Context: an optimization exercise on an open-source flow, tuned for small area and a short achievable clock period. The choices shown serve that exercise and are no tape-out recipe.
Function was checked by simulation only, so behaviour that the tests miss may differ from the original.
Power figures rest on the tool's default switching activity, not on a simulated workload.

Setup of rev 12:
// singlecycle
module singlecycle (
    input  logic        i_clk, i_reset,
    input  logic [31:0] i_io_sw,
    input  logic [31:0] i_instr,
    output logic [31:0] o_pc_debug,
    output logic [31:0] o_io_ledr,
    output logic [31:0] o_io_ledg,
    output logic [31:0] o_io_lcd,
    output logic [31:0] o_io_hex0, o_io_hex1, o_io_hex2, o_io_hex3,
    output logic [31:0] o_io_hex4, o_io_hex5, o_io_hex6, o_io_hex7
);
==> flow/config.mk <==
export PLATFORM = sky130hd
export DESIGN_NAME = singlecycle
export DESIGN_NICKNAME = singlecycle
export VERILOG_FILES = /design/flow/design.v
export SDC_FILE = /design/flow/constraint.sdc
export NUM_CORES = 8
export LEC_CHECK = 0
export CAP_MARGIN = 35
export CORE_MARGIN = 2
export CORE_UTILIZATION = 30
export PLACE_DENSITY = 0.5
export SLEW_MARGIN = 35
export SYNTH_HIERARCHICAL = 1
==> flow/constraint.sdc <==
create_clock -name core_clock -period 30.0 [get_ports {i_clk}]
set_input_delay 6.0000 -clock core_clock [delete_from_list [all_inputs] [get_ports {i_clk}]]
set_output_delay 6.0000 -clock core_clock [all_outputs]
set_load 0.01 [all_outputs]
standard.sh (not shown) runs the stock make flow with config.mk's settings and CLKGATE_MAP_FILE= SYNTH_SCRIPT=/design/flow/synth_recipe.tcl, a recipe that flattens the netlist after the stock synthesis.
==> flow/flow/run.sh <==
#!/bin/bash
# Layout flow: the standard ORFS flow (standard.sh) with these changes:
#  - repair_timing aims at 20 ns of setup slack, so the resizer sizes and buffers
#    the critical paths instead of stopping once the 30 ns clock is met;
#  - clock tree sinks are clustered 20 to a buffer and CTS adds no dummy loads;
#  - ports are buffered with buf_2 cells.
# The synthesis, floorplan, power grid, SDC and clock period are the standard ones.
set -euo pipefail
export SETUP_SLACK_MARGIN=20
export CTS_ARGS="-sink_clustering_enable -repair_clock_nets -sink_clustering_size 20 -sink_clustering_max_diameter 100 -dont_use_dummy_load"
export BUFFER_PORTS_ARGS="-buffer_cell sky130_fd_sc_hd__buf_2"
bash standard.sh > standard.log 2>&1
[inputs] rev 13 vs rev 12
-- flow/design.v --
<<< rev 12, line 184
    wire [31:0] pc_tgt = pc + (is_jal ? imm_j : imm_b);
    wire [31:0] imm_ls = is_store ? imm_s : imm_i;
    logic [31:0] agu, agu_co;
    pfx_add32 u_agu (.a(rs1), .b(imm_ls), .s(agu), .co(agu_co));
    wire        c12 = agu_co[11];           
    wire [1:0]  ea = agu[1:0];
    wire        sgn = ~f3[1];
    logic       eq, lt;
    tree_cmp32 u_cmp (.a({rs1[31] ^ sgn, rs1[30:0]}), .b({rs2[31] ^ sgn, rs2[30:0]}),
                      .lt(lt), .eq(eq));
    wire        take = br_ok & (f3[0] ^ (f3[2] ? lt : eq));
    wire [31:0] pc_seq = is_jalr ? {agu[31:1], 1'b0} : pc4;
    wire        jmp = is_jal | take;
    genvar gi;
    generate
        for (gi = 0; gi < 32; gi++) begin : PM
            g_mux2 m (.a(pc_seq[gi]), .b(pc_tgt[gi]), .s(jmp), .y(pc_next[gi]));
        end
    endgenerate
>>> rev 13, line 184
    wire [31:0] pc_tgt = pc + (is_jal ? imm_j : imm_b);
    wire [31:0] imm_ls = is_store ? imm_s : imm_i;
    logic [31:0] agu, agu_co, agu_co4n;
    pfx_add32 u_agu (.a(rs1), .b(imm_ls), .s(agu), .co(agu_co), .co4n(agu_co4n));
    wire        c12n = agu_co4n[11];        
    wire [1:0]  ea = agu[1:0];
    wire        sgn = ~f3[1];
    logic       eq, lt;
    logic [1:0] ll4, ee4;
    tree_cmp32 u_cmp (.a({rs1[31] ^ sgn, rs1[30:0]}), .b({rs2[31] ^ sgn, rs2[30:0]}),
                      .lt(lt), .eq(eq), .ll4(ll4), .ee4(ee4));
    wire        take = br_ok & (f3[0] ^ (f3[2] ? lt : eq));
    wire [31:0] pc_seq = is_jalr ? {agu[31:1], 1'b0} : pc4;
    wire c_lt = br_ok & f3[2] & ~f3[0];
    wire c_ge = br_ok & f3[2] & f3[0];
    wire c_eq = br_ok & ~f3[2] & ~f3[0];
    wire c_ne = br_ok & ~f3[2] & f3[0];
    logic [3:0] jmp;
    genvar gi;
    generate
        for (gi = 0; gi < 4; gi++) begin : TK
            take_unit t (.ll4(ll4), .ee4(ee4), .c_lt(c_lt), .c_ge(c_ge), .c_eq(c_eq),
                         .c_ne(c_ne), .jal(is_jal), .jmp(jmp[gi]));
        end
        for (gi = 0; gi < 32; gi++) begin : PM
            g_mux2 m (.a(pc_seq[gi]), .b(pc_tgt[gi]), .s(jmp[gi / 8]), .y(pc_next[gi]));
        end
    endgenerate
<<< rev 12, line 235
    generate
        for (gi = 0; gi < 40; gi++) begin : EN
            g_mux2 m (.a(m0[gi]), .b(m1[gi]), .s(c12), .y(io_en[gi]));
        end
    endgenerate
>>> rev 13, line 244
    generate
        for (gi = 0; gi < 40; gi++) begin : EN
            g_mux2 m (.a(m1[gi]), .b(m0[gi]), .s(c12n), .y(io_en[gi]));
        end
    endgenerate
<<< rev 12, line 424
module pfx_add32 (
    input  logic [31:0] a, b,
    output logic [31:0] s, co
);
    logic [31:0] p, g0n, p0n;
>>> rev 13, line 433
module pfx_add32 (
    input  logic [31:0] a, b,
    output logic [31:0] s, co,
    output logic [31:0] co4n                
);
    logic [31:0] p, g0n, p0n;
<<< rev 12, line 464
    endgenerate
    assign co = gg[5];
endmodule
module tree_cmp32 (
    input  logic [31:0] a, b,
    output logic        lt, eq
);
    logic [31:0] ll [0:5];
>>> rev 13, line 474
    endgenerate
    assign co = gg[5];
    assign co4n = gg[4];
endmodule
module tree_cmp32 (
    input  logic [31:0] a, b,
    output logic        lt, eq,
    output logic [1:0]  ll4, ee4        
);
    logic [31:0] ll [0:5];
<<< rev 12, line 492
    assign lt = ll[5][0];
    assign eq = ee[5][0];
endmodule
module g_inv (input logic a, output logic y);
>>> rev 13, line 504
    assign lt = ll[5][0];
    assign eq = ee[5][0];
    assign ll4 = ll[4][1:0];
    assign ee4 = ee[4][1:0];
endmodule
module g_inv (input logic a, output logic y);
<<< rev 12, line 514
    assign y = s ? b : a;
endmodule
>>> rev 13, line 528
    assign y = s ? b : a;
endmodule
module take_unit (
    input  logic [1:0] ll4, ee4,
    input  logic       c_lt, c_ge, c_eq, c_ne, jal,
    output logic       jmp
);
    wire lt = ~ll4[1] | (~ee4[1] & ~ll4[0]);
    wire eq = ~ee4[1] & ~ee4[0];
    assign jmp = jal | (c_lt & lt) | (c_ge & ~lt) | (c_eq & eq) | (c_ne & ~eq);
endmodule
## What came out
Of rev 12 and rev 13, the run reporting the lower sequential share of layout area was rev 12.
On starting density of the core, rev 13 tracks rev 12 almost exactly.
Comparing clock network fraction of design power for rev 12 and rev 13, the bigger number came from rev 13.
Die size: rev 13 exceeds rev 12
Compared with rev 12, rev 13 instantiates a larger number of standard cells.
Compared with rev 12, rev 13 shows a critical path depth that is 6 lower.

-- afterwards: timing with drivers on the ports --
The results above use ideal ports. As a check the final layouts listed here were re-extracted and re-timed, cells and wires unchanged. Step 1 (the two cells are an assumption about what drives the block):
set clk [get_ports {i_clk}]
set_driving_cell -lib_cell sky130_fd_sc_hd__clkbuf_16 $clk
set_driving_cell -lib_cell sky130_fd_sc_hd__buf_2 [delete_from_list [all_inputs] $clk]
Step 2, shift: input delay + t, output delay - t, t = (earliest + latest rising clock arrival at the registers) / 2. This alone moves slack from input paths to output paths. a / b / c = ideal / step 1 / step 2; a / b = the first two.
run	t (ns)	setup WS [ns]	worst setup path after step 2	cell pins on the clock port's net
rev 12	1.043	19.838 / 19.798 / 18.755	input to register	1
rev 13	1.056	19.903 / 19.884 / 18.828	input to register	1
After both steps every run listed still meets setup and hold. For rev 12, which loses most, drivers alone change the setup slack by -0.040 ns; drivers and shift together by -1.083 ns.
